Context: an optimization exercise on an open-source flow, tuned for small area and a short achievable clock period. The choices shown serve that exercise and are no tape-out recipe.
Where RTL was checked, it was by simulation tests only, not by an equivalence proof against the original.
Power is estimated from default activity; no workload was simulated.

==> v2 <==
Design mult_top, start of the top module:
module mult_top(
    input clk,
    input  [15:0] x,
    input  [15:0] y,
    output [31:0] p_out
    );
==> flow/config.mk <==
export PLATFORM = sky130hd
export DESIGN_NAME = mult_top
export DESIGN_NICKNAME = mult_top
export VERILOG_FILES = /design/flow/design.v
export SDC_FILE = /design/flow/constraint.sdc
export NUM_CORES = 4
export LEC_CHECK = 0
export CAP_MARGIN = 20
export CORE_MARGIN = 2
export CORE_UTILIZATION = 60
export SETUP_SLACK_MARGIN = 1.75
export SLEW_MARGIN = 20
==> flow/constraint.sdc <==
create_clock -name core_clock -period 5.0 [get_ports {clk}]
set_input_delay 1.0000 -clock core_clock [delete_from_list [all_inputs] [get_ports {clk}]]
set_output_delay 1.0000 -clock core_clock [all_outputs]
set_load 0.01 [all_outputs]
standard.sh (not shown) runs the stock make flow with config.mk's settings and CLKGATE_MAP_FILE= SYNTH_SCRIPT=/design/flow/synth_recipe.tcl, a recipe that flattens the netlist after the stock synthesis.
==> flow/flow/run.sh <==
#!/bin/bash
# The standard layout; the only change is the port buffer cell (buf_1 instead of the default).
set -euo pipefail
export BUFFER_PORTS_ARGS="-buffer_cell sky130_fd_sc_hd__buf_1"
bash standard.sh > standard.log 2>&1
==> v37 (differences from v2) <==
--- a/flow/design.v
+++ b/flow/design.v
@@ -204,98 +204,13 @@
     wire q120 = (b1_16&b2_14)|(b1_16&q82)|(b2_14&q82);
     wire q121 = 1'b1^b2_15;
     wire q122 = 1'b1&b2_15;
     wire [31:0] ra = {1'b1,b2_16,q121,q119,q117,q115,q113,q111,q109,q107,q105,q103,q101,q99,q97,q95,q93,q91,q89,q87,q85,q83,ob[9],ob[8],ob[7],ob[6],ob[5],ob[4],ob[3],ob[2],ob[1],ob[0]};
     wire [31:0] rb = {1'b0,q122,q120,q118,q116,q114,q112,q110,q108,q106,q104,q102,q100,q98,q96,q94,q92,q90,q88,q86,q84,b0_0,1'b0,1'b0,1'b0,1'b0,1'b0,1'b0,1'b0,1'b0,1'b0,1'b0};
-    wire [16:0] lo = ra[15:0] + rb[15:0];
-    wire [15:0] gg = ra[31:16] & rb[31:16];    
-    wire [15:0] pp = ra[31:16] ^ rb[31:16];    
-    reg [15:0] r2lo; reg r2c; reg [15:0] r2g, r2p;
+    wire [14:0] lo = ra[13:0] + rb[13:0];
+    reg [13:0] r2lo; reg r2c; reg [17:0] r2a, r2b;
     always @(posedge clk) begin
-        r2lo <= lo[15:0]; r2c <= lo[16]; r2g <= gg; r2p <= pp;
+        r2lo <= lo[13:0]; r2c <= lo[14]; r2a <= ra[31:14]; r2b <= rb[31:14];
     end
-    wire [15:0] cy;
-    ks16 pfx(.g({r2g[14:0], r2c}), .p({r2p[14:0], 1'b0}), .c(cy));
-    assign p_out = {r2p ^ cy, r2lo};
+    wire [18:0] h3 = {r2a, 1'b1} + {r2b, r2c};
+    assign p_out = {h3[18:1], r2lo};
 endmodule
-module ks16(input [15:0] g, input [15:0] p, output [15:0] c);
-    wire hg1 = g[1] | (p[1] & g[0]);
-    wire hp1 = p[1] & p[0];
-    wire hg2 = g[3] | (p[3] & g[2]);
-    wire hp2 = p[3] & p[2];
-    wire hg3 = g[5] | (p[5] & g[4]);
-    wire hp3 = p[5] & p[4];
-    wire hg4 = g[7] | (p[7] & g[6]);
-    wire hp4 = p[7] & p[6];
-    wire hg5 = g[9] | (p[9] & g[8]);
-    wire hp5 = p[9] & p[8];
-    wire hg6 = g[11] | (p[11] & g[10]);
-    wire hp6 = p[11] & p[10];
-    wire hg7 = g[13] | (p[13] & g[12]);
-    wire hp7 = p[13] & p[12];
-    wire hg8 = g[15] | (p[15] & g[14]);
-    wire hp8 = p[15] & p[14];
-    wire hg9 = hg2 | (hp2 & hg1);
-    wire hp9 = hp2 & hp1;
-    wire hg10 = hg3 | (hp3 & hg2);
-    wire hp10 = hp3 & hp2;
-    wire hg11 = hg4 | (hp4 & hg3);
-    wire hp11 = hp4 & hp3;
-    wire hg12 = hg5 | (hp5 & hg4);
-    wire hp12 = hp5 & hp4;
-    wire hg13 = hg6 | (hp6 & hg5);
-    wire hp13 = hp6 & hp5;
-    wire hg14 = hg7 | (hp7 & hg6);
-    wire hp14 = hp7 & hp6;
-    wire hg15 = hg8 | (hp8 & hg7);
-    wire hp15 = hp8 & hp7;
-    wire hg16 = hg10 | (hp10 & hg1);
-    wire hp16 = hp10 & hp1;
-    wire hg17 = hg11 | (hp11 & hg9);
-    wire hp17 = hp11 & hp9;
-    wire hg18 = hg12 | (hp12 & hg10);
-    wire hp18 = hp12 & hp10;
-    wire hg19 = hg13 | (hp13 & hg11);
-    wire hp19 = hp13 & hp11;
-    wire hg20 = hg14 | (hp14 & hg12);
-    wire hp20 = hp14 & hp12;
-    wire hg21 = hg15 | (hp15 & hg13);
-    wire hp21 = hp15 & hp13;
-    wire hg22 = hg18 | (hp18 & hg1);
-    wire hp22 = hp18 & hp1;
-    wire hg23 = hg19 | (hp19 & hg9);
-    wire hp23 = hp19 & hp9;
-    wire hg24 = hg20 | (hp20 & hg16);
-    wire hp24 = hp20 & hp16;
-    wire hg25 = hg21 | (hp21 & hg17);
-    wire hp25 = hp21 & hp17;
-    wire hg26 = g[2] | (p[2] & hg1);
-    wire hp26 = p[2] & hp1;
-    wire hg27 = g[4] | (p[4] & hg9);
-    wire hp27 = p[4] & hp9;
-    wire hg28 = g[6] | (p[6] & hg16);
-    wire hp28 = p[6] & hp16;
-    wire hg29 = g[8] | (p[8] & hg17);
-    wire hp29 = p[8] & hp17;
-    wire hg30 = g[10] | (p[10] & hg22);
-    wire hp30 = p[10] & hp22;
-    wire hg31 = g[12] | (p[12] & hg23);
-    wire hp31 = p[12] & hp23;
-    wire hg32 = g[14] | (p[14] & hg24);
-    wire hp32 = p[14] & hp24;
-    assign c[0] = g[0];
-    assign c[1] = hg1;
-    assign c[2] = hg26;
-    assign c[3] = hg9;
-    assign c[4] = hg27;
-    assign c[5] = hg16;
-    assign c[6] = hg28;
-    assign c[7] = hg17;
-    assign c[8] = hg29;
-    assign c[9] = hg22;
-    assign c[10] = hg30;
-    assign c[11] = hg23;
-    assign c[12] = hg31;
-    assign c[13] = hg24;
-    assign c[14] = hg32;
-    assign c[15] = hg25;
-endmodule
--- a/flow/config.mk
+++ b/flow/config.mk
@@ -6,7 +6,7 @@
 export NUM_CORES = 4
 export LEC_CHECK = 0
 export CAP_MARGIN = 20
 export CORE_MARGIN = 2
 export CORE_UTILIZATION = 60
-export SETUP_SLACK_MARGIN = 1.75
+export SETUP_SLACK_MARGIN = 1.9
 export SLEW_MARGIN = 20
==> results.py <==
metrics = {
    "grt": {
        "global_route_wire_length_before_repair_um": 22400,
    },
    "worst_hold_path": {
        "holdPathEnd": "r2lo[3]",
    },
    "placement": {
        "hpwl_um": 10400,
    },
    "outcome": {
        "outcome": "finished clean",
    },
    "power_and_ir_drop": {
        "power_in_sequential_cells_mw": 1.07,
    },
    "floorplanning": {
        "fp.dieArea_um2": 11300,
        "floorplan_core_area_um2": 10200,
    },
    "sta": {
        "fin_ws_ns": 1.74,
    },
    "cts": {
        "post_cts_resize_count": 21,
    },
}
That was v2.
==> results.py <==
metrics = {
    "floorplanning": {
        "fp.dieArea_um2": 11900,
        "floorplan_core_area_um2": 10800,
    },
    "cts": {
        "post_cts_resize_count": 39,
    },
    "placement": {
        "hpwl_um": 11400,
    },
    "outcome": {
        "outcome": "finished clean",
    },
    "worst_hold_path": {
        "holdPathEnd": "r2lo[6]",
    },
}
That was v37.
Function was not checked in any run of this note: the RTL went through the layout flow alone.

==> run B <==
Another version of the RTL of mult_top (not shown whole).
clock: 5.0 ns
lec_check: 0
cap_margin: 20
core_margin: 2
core_utilization: 60
setup_slack_margin: 1.75
slew_margin: 20
Scripts as last shown in full above: flow/flow/run.sh
==> run Y: changes against run B <==
--- a/flow/design.v
+++ b/flow/design.v
@@ -22,14 +22,14 @@
     wire zy = ~(ya[14] | ya[13] | ya[12]);
     wire [9:0] xs = zy ? 10'd0 : ({1'b0, x20} ^ {10{ps}});
     wire [12:0] oa0 = ya[14] ? {xs[9], xs, 2'b0} : ya[13] ? {{2{xs[9]}}, xs, 1'b0} : {{3{xs[9]}}, xs};
     reg [15:0] y1; reg [2:0] on, tw, ng; reg sx, h8, h7, h6, h0; reg [12:0] oa1;
     always @(posedge clk) begin
-        y1 <= y ^ {16{sx0}}; on <= on0; tw <= tw0; ng <= ng0 ^ ({3{sx0}} & (on0 | tw0));
+        y1 <= y; on <= on0; tw <= tw0; ng <= ng0;
         sx <= sx0; h8 <= h80; h7 <= h70; h6 <= h60; h0 <= h00; oa1 <= oa0;
     end
-    wire b0_0 = ((y1[0]&on[0])|(sx&tw[0]))^ng[0];
+    wire b0_0 = (y1[0]&on[0])^ng[0];
     wire b0_1 = ((y1[1]&on[0])|(y1[0]&tw[0]))^ng[0];
     wire b0_2 = ((y1[2]&on[0])|(y1[1]&tw[0]))^ng[0];
     wire b0_3 = ((y1[3]&on[0])|(y1[2]&tw[0]))^ng[0];
     wire b0_4 = ((y1[4]&on[0])|(y1[3]&tw[0]))^ng[0];
     wire b0_5 = ((y1[5]&on[0])|(y1[4]&tw[0]))^ng[0];
@@ -42,11 +42,11 @@
     wire b0_12 = ((y1[12]&on[0])|(y1[11]&tw[0]))^ng[0];
     wire b0_13 = ((y1[13]&on[0])|(y1[12]&tw[0]))^ng[0];
     wire b0_14 = ((y1[14]&on[0])|(y1[13]&tw[0]))^ng[0];
     wire b0_15 = ((y1[15]&on[0])|(y1[14]&tw[0]))^ng[0];
     wire b0_16 = ~((y1[15]^ng[0])&(on[0]|tw[0]));
-    wire b1_0 = ((y1[0]&on[1])|(sx&tw[1]))^ng[1];
+    wire b1_0 = (y1[0]&on[1])^ng[1];
     wire b1_1 = ((y1[1]&on[1])|(y1[0]&tw[1]))^ng[1];
     wire b1_2 = ((y1[2]&on[1])|(y1[1]&tw[1]))^ng[1];
     wire b1_3 = ((y1[3]&on[1])|(y1[2]&tw[1]))^ng[1];
     wire b1_4 = ((y1[4]&on[1])|(y1[3]&tw[1]))^ng[1];
     wire b1_5 = ((y1[5]&on[1])|(y1[4]&tw[1]))^ng[1];
@@ -59,11 +59,11 @@
     wire b1_12 = ((y1[12]&on[1])|(y1[11]&tw[1]))^ng[1];
     wire b1_13 = ((y1[13]&on[1])|(y1[12]&tw[1]))^ng[1];
     wire b1_14 = ((y1[14]&on[1])|(y1[13]&tw[1]))^ng[1];
     wire b1_15 = ((y1[15]&on[1])|(y1[14]&tw[1]))^ng[1];
     wire b1_16 = ~((y1[15]^ng[1])&(on[1]|tw[1]));
-    wire b2_0 = ((y1[0]&on[2])|(sx&tw[2]))^ng[2];
+    wire b2_0 = (y1[0]&on[2])^ng[2];
     wire b2_1 = ((y1[1]&on[2])|(y1[0]&tw[2]))^ng[2];
     wire b2_2 = ((y1[2]&on[2])|(y1[1]&tw[2]))^ng[2];
     wire b2_3 = ((y1[3]&on[2])|(y1[2]&tw[2]))^ng[2];
     wire b2_4 = ((y1[4]&on[2])|(y1[3]&tw[2]))^ng[2];
     wire b2_5 = ((y1[5]&on[2])|(y1[4]&tw[2]))^ng[2];
@@ -76,21 +76,20 @@
     wire b2_12 = ((y1[12]&on[2])|(y1[11]&tw[2]))^ng[2];
     wire b2_13 = ((y1[13]&on[2])|(y1[12]&tw[2]))^ng[2];
     wire b2_14 = ((y1[14]&on[2])|(y1[13]&tw[2]))^ng[2];
     wire b2_15 = ((y1[15]&on[2])|(y1[14]&tw[2]))^ng[2];
     wire b2_16 = ~((y1[15]^ng[2])&(on[2]|tw[2]));
-    wire [2:0] sf = ng ^ ({3{sx}} & (on | tw));
-    wire [15:0] ys = y1;
+    wire [15:0] ys = y1 ^ {16{sx}};
     wire [24:0] ob = ({25{h0}} & {{9{ys[15]}},ys}) | ({25{h6}} & {{3{ys[15]}},ys,6'b0}) | ({25{h7}} & {{2{ys[15]}},ys,7'b0}) | ({25{h8}} & {ys[15],ys,8'b0});
     wire ob24n = ~ob[24];
     wire oa12n = ~oa1[12];
-    wire q1 = sf[1]^oa1[0];
-    wire q2 = sf[1]&oa1[0];
+    wire q1 = ng[1]^oa1[0];
+    wire q2 = ng[1]&oa1[0];
     wire q3 = oa1[1]^ob[13];
     wire q4 = oa1[1]&ob[13];
-    wire q5 = sf[2]^oa1[2]^ob[14];
-    wire q6 = (sf[2]&oa1[2])|(sf[2]&ob[14])|(oa1[2]&ob[14]);
+    wire q5 = ng[2]^oa1[2]^ob[14];
+    wire q6 = (ng[2]&oa1[2])|(ng[2]&ob[14])|(oa1[2]&ob[14]);
     wire q7 = b0_4^b1_2;
     wire q8 = b0_4&b1_2;
     wire q9 = oa1[3]^ob[15]^b0_5;
     wire q10 = (oa1[3]&ob[15])|(oa1[3]&b0_5)|(ob[15]&b0_5);
     wire q11 = b1_3^b2_1;
@@ -163,12 +162,12 @@
     wire q78 = (b2_11&q48)|(b2_11&q46)|(q48&q46);
     wire q79 = b0_16^b1_14^b2_12;
     wire q80 = (b0_16&b1_14)|(b0_16&b2_12)|(b1_14&b2_12);
     wire q81 = 1'b1^b1_15;
     wire q82 = 1'b1&b1_15;
-    wire q83 = sf[0]^ob[10];
-    wire q84 = sf[0]&ob[10];
+    wire q83 = ng[0]^ob[10];
+    wire q84 = ng[0]&ob[10];
     wire q85 = ob[11]^b0_1;
     wire q86 = ob[11]&b0_1;
     wire q87 = b0_2^b1_0^q51;
     wire q88 = (b0_2&b1_0)|(b0_2&q51)|(b1_0&q51);
     wire q89 = q52^q3^q53;
@@ -224,13 +223,13 @@
     assign gl[0] = g;
     assign pl[0] = p;
     genvar l, i;
     generate for (l = 0; l < 5; l = l + 1) begin : lv
         for (i = 0; i < 18; i = i + 1) begin : bt
-            if (i >= (1 << l)) begin : op
-                assign gl[l+1][i] = gl[l][i] | (pl[l][i] & gl[l][i - (1 << l)]);
-                assign pl[l+1][i] = pl[l][i] & pl[l][i - (1 << l)];
+            if ((i >> l) & 1) begin : op
+                assign gl[l+1][i] = gl[l][i] | (pl[l][i] & gl[l][((i >> l) << l) - 1]);
+                assign pl[l+1][i] = pl[l][i] & pl[l][((i >> l) << l) - 1];
             end else begin : pass
                 assign gl[l+1][i] = gl[l][i];
                 assign pl[l+1][i] = pl[l][i];
             end
         end
==> run Z: changes against run B <==
--- a/flow/design.v
+++ b/flow/design.v
@@ -22,14 +22,14 @@
     wire zy = ~(ya[14] | ya[13] | ya[12]);
     wire [9:0] xs = zy ? 10'd0 : ({1'b0, x20} ^ {10{ps}});
     wire [12:0] oa0 = ya[14] ? {xs[9], xs, 2'b0} : ya[13] ? {{2{xs[9]}}, xs, 1'b0} : {{3{xs[9]}}, xs};
     reg [15:0] y1; reg [2:0] on, tw, ng; reg sx, h8, h7, h6, h0; reg [12:0] oa1;
     always @(posedge clk) begin
-        y1 <= y ^ {16{sx0}}; on <= on0; tw <= tw0; ng <= ng0 ^ ({3{sx0}} & (on0 | tw0));
+        y1 <= y; on <= on0; tw <= tw0; ng <= ng0;
         sx <= sx0; h8 <= h80; h7 <= h70; h6 <= h60; h0 <= h00; oa1 <= oa0;
     end
-    wire b0_0 = ((y1[0]&on[0])|(sx&tw[0]))^ng[0];
+    wire b0_0 = (y1[0]&on[0])^ng[0];
     wire b0_1 = ((y1[1]&on[0])|(y1[0]&tw[0]))^ng[0];
     wire b0_2 = ((y1[2]&on[0])|(y1[1]&tw[0]))^ng[0];
     wire b0_3 = ((y1[3]&on[0])|(y1[2]&tw[0]))^ng[0];
     wire b0_4 = ((y1[4]&on[0])|(y1[3]&tw[0]))^ng[0];
     wire b0_5 = ((y1[5]&on[0])|(y1[4]&tw[0]))^ng[0];
@@ -42,11 +42,11 @@
     wire b0_12 = ((y1[12]&on[0])|(y1[11]&tw[0]))^ng[0];
     wire b0_13 = ((y1[13]&on[0])|(y1[12]&tw[0]))^ng[0];
     wire b0_14 = ((y1[14]&on[0])|(y1[13]&tw[0]))^ng[0];
     wire b0_15 = ((y1[15]&on[0])|(y1[14]&tw[0]))^ng[0];
     wire b0_16 = ~((y1[15]^ng[0])&(on[0]|tw[0]));
-    wire b1_0 = ((y1[0]&on[1])|(sx&tw[1]))^ng[1];
+    wire b1_0 = (y1[0]&on[1])^ng[1];
     wire b1_1 = ((y1[1]&on[1])|(y1[0]&tw[1]))^ng[1];
     wire b1_2 = ((y1[2]&on[1])|(y1[1]&tw[1]))^ng[1];
     wire b1_3 = ((y1[3]&on[1])|(y1[2]&tw[1]))^ng[1];
     wire b1_4 = ((y1[4]&on[1])|(y1[3]&tw[1]))^ng[1];
     wire b1_5 = ((y1[5]&on[1])|(y1[4]&tw[1]))^ng[1];
@@ -59,11 +59,11 @@
     wire b1_12 = ((y1[12]&on[1])|(y1[11]&tw[1]))^ng[1];
     wire b1_13 = ((y1[13]&on[1])|(y1[12]&tw[1]))^ng[1];
     wire b1_14 = ((y1[14]&on[1])|(y1[13]&tw[1]))^ng[1];
     wire b1_15 = ((y1[15]&on[1])|(y1[14]&tw[1]))^ng[1];
     wire b1_16 = ~((y1[15]^ng[1])&(on[1]|tw[1]));
-    wire b2_0 = ((y1[0]&on[2])|(sx&tw[2]))^ng[2];
+    wire b2_0 = (y1[0]&on[2])^ng[2];
     wire b2_1 = ((y1[1]&on[2])|(y1[0]&tw[2]))^ng[2];
     wire b2_2 = ((y1[2]&on[2])|(y1[1]&tw[2]))^ng[2];
     wire b2_3 = ((y1[3]&on[2])|(y1[2]&tw[2]))^ng[2];
     wire b2_4 = ((y1[4]&on[2])|(y1[3]&tw[2]))^ng[2];
     wire b2_5 = ((y1[5]&on[2])|(y1[4]&tw[2]))^ng[2];
@@ -76,21 +76,20 @@
     wire b2_12 = ((y1[12]&on[2])|(y1[11]&tw[2]))^ng[2];
     wire b2_13 = ((y1[13]&on[2])|(y1[12]&tw[2]))^ng[2];
     wire b2_14 = ((y1[14]&on[2])|(y1[13]&tw[2]))^ng[2];
     wire b2_15 = ((y1[15]&on[2])|(y1[14]&tw[2]))^ng[2];
     wire b2_16 = ~((y1[15]^ng[2])&(on[2]|tw[2]));
-    wire [2:0] sf = ng ^ ({3{sx}} & (on | tw));
-    wire [15:0] ys = y1;
+    wire [15:0] ys = y1 ^ {16{sx}};
     wire [24:0] ob = ({25{h0}} & {{9{ys[15]}},ys}) | ({25{h6}} & {{3{ys[15]}},ys,6'b0}) | ({25{h7}} & {{2{ys[15]}},ys,7'b0}) | ({25{h8}} & {ys[15],ys,8'b0});
     wire ob24n = ~ob[24];
     wire oa12n = ~oa1[12];
-    wire q1 = sf[1]^oa1[0];
-    wire q2 = sf[1]&oa1[0];
+    wire q1 = ng[1]^oa1[0];
+    wire q2 = ng[1]&oa1[0];
     wire q3 = oa1[1]^ob[13];
     wire q4 = oa1[1]&ob[13];
-    wire q5 = sf[2]^oa1[2]^ob[14];
-    wire q6 = (sf[2]&oa1[2])|(sf[2]&ob[14])|(oa1[2]&ob[14]);
+    wire q5 = ng[2]^oa1[2]^ob[14];
+    wire q6 = (ng[2]&oa1[2])|(ng[2]&ob[14])|(oa1[2]&ob[14]);
     wire q7 = b0_4^b1_2;
     wire q8 = b0_4&b1_2;
     wire q9 = oa1[3]^ob[15]^b0_5;
     wire q10 = (oa1[3]&ob[15])|(oa1[3]&b0_5)|(ob[15]&b0_5);
     wire q11 = b1_3^b2_1;
@@ -163,12 +162,12 @@
     wire q78 = (b2_11&q48)|(b2_11&q46)|(q48&q46);
     wire q79 = b0_16^b1_14^b2_12;
     wire q80 = (b0_16&b1_14)|(b0_16&b2_12)|(b1_14&b2_12);
     wire q81 = 1'b1^b1_15;
     wire q82 = 1'b1&b1_15;
-    wire q83 = sf[0]^ob[10];
-    wire q84 = sf[0]&ob[10];
+    wire q83 = ng[0]^ob[10];
+    wire q84 = ng[0]&ob[10];
     wire q85 = ob[11]^b0_1;
     wire q86 = ob[11]&b0_1;
     wire q87 = b0_2^b1_0^q51;
     wire q88 = (b0_2&b1_0)|(b0_2&q51)|(b1_0&q51);
     wire q89 = q52^q3^q53;
@@ -205,35 +204,15 @@
     wire q120 = (b1_16&b2_14)|(b1_16&q82)|(b2_14&q82);
     wire q121 = 1'b1^b2_15;
     wire q122 = 1'b1&b2_15;
     wire [31:0] ra = {1'b1,b2_16,q121,q119,q117,q115,q113,q111,q109,q107,q105,q103,q101,q99,q97,q95,q93,q91,q89,q87,q85,q83,ob[9],ob[8],ob[7],ob[6],ob[5],ob[4],ob[3],ob[2],ob[1],ob[0]};
     wire [31:0] rb = {1'b0,q122,q120,q118,q116,q114,q112,q110,q108,q106,q104,q102,q100,q98,q96,q94,q92,q90,q88,q86,q84,b0_0,1'b0,1'b0,1'b0,1'b0,1'b0,1'b0,1'b0,1'b0,1'b0,1'b0};
-    wire [14:0] lo = ra[13:0] + rb[13:0];
-    wire [17:0] gg = ra[31:14] & rb[31:14];    
-    wire [17:0] pp = ra[31:14] ^ rb[31:14];    
-    reg [13:0] r2lo; reg r2c; reg [17:0] r2g, r2p;
+    wire [16:0] lo = ra[15:0] + rb[15:0];
+    wire [8:0] mid = ra[23:16] + rb[23:16];
+    reg [15:0] r2lo; reg [7:0] r2mid; reg r2c; reg [7:0] r2a, r2b; reg r2mc;
     always @(posedge clk) begin
-        r2lo <= lo[13:0]; r2c <= lo[14]; r2g <= gg; r2p <= pp;
+        r2lo <= lo[15:0]; r2mid <= mid[7:0]; r2c <= lo[16]; r2a <= ra[31:24]; r2b <= rb[31:24]; r2mc <= mid[8];
     end
-    wire [17:0] cy;
-    ks18 pfx(.g({r2g[16:0], r2c}), .p({r2p[16:0], 1'b0}), .c(cy));
-    assign p_out = {r2p ^ cy, r2lo};
+    wire [8:0] m3 = r2mid + {{7{1'b0}}, r2c};
+    wire [7:0] h3 = r2a + r2b + (m3[8] | r2mc);    
+    assign p_out = {h3, m3[7:0], r2lo};
 endmodule
-module ks18(input [17:0] g, input [17:0] p, output [17:0] c);
-    wire [17:0] gl [0:5];
-    wire [17:0] pl [0:5];
-    assign gl[0] = g;
-    assign pl[0] = p;
-    genvar l, i;
-    generate for (l = 0; l < 5; l = l + 1) begin : lv
-        for (i = 0; i < 18; i = i + 1) begin : bt
-            if (i >= (1 << l)) begin : op
-                assign gl[l+1][i] = gl[l][i] | (pl[l][i] & gl[l][i - (1 << l)]);
-                assign pl[l+1][i] = pl[l][i] & pl[l][i - (1 << l)];
-            end else begin : pass
-                assign gl[l+1][i] = gl[l][i];
-                assign pl[l+1][i] = pl[l][i];
-            end
-        end
-    end endgenerate
-    assign c = gl[5];
-endmodule
Settings changed: CORE_UTILIZATION 60 to 40, SETUP_SLACK_MARGIN 1.75 to 0.5.
==> summary of the runs <==
- In run B the critical path depth is lower than in run Z, by 9.
- In run B the first-iteration DRC count is higher than in run Y, by 49%.
- Combinational power: run Y < run B < run Z.
- Between run B and run Z, the lower sequential share of layout area is in run Z (gap 1.1 points).
- Flip-flop and latch count is the same in run B and run Y.
- Clock skew: run Z < run Y < run B.
- Between run Z and run Y, the lower non-clock buffer count is in run Z (gap 3).
The RTL of run B and run Y was laid out without a check of its function.

==> what the ideal ports hide <==
Ports are ideal in the flow. The routed layouts listed here were re-timed in OpenROAD. Step 1: set_driving_cell puts a clkbuf_16 on clk and a buf_2 on each other input, an assumption about the parent block. Step 2 times the ports against the registers' clock, not the clock port: input delays grow and output delays shrink by t, the midpoint of the rising clock arrivals with the driver on. Three values: ideal, step 1, step 2; two values: the first two.
| run | shift t [ns] | setup WS [ns] | latest minus earliest clock arrival (ns) |
|---|---|---|---|
| v2 | 0.412 | 1.741 / 1.706 / 1.838 | 0.022 / 0.022 |
| v37 | 0.401 | 1.712 / 1.676 / 2.015 | 0.011 / 0.011 |
| run B | 0.400 | 1.832 / 1.796 / 1.882 | 0.020 / 0.021 |
| run Y | 0.397 | 1.563 / 1.529 / 1.908 | 0.017 / 0.017 |
| run Z | 0.383 | 0.815 / 0.800 / 0.815 | 0.009 / 0.009 |
After both steps setup and hold are still met in every run listed.
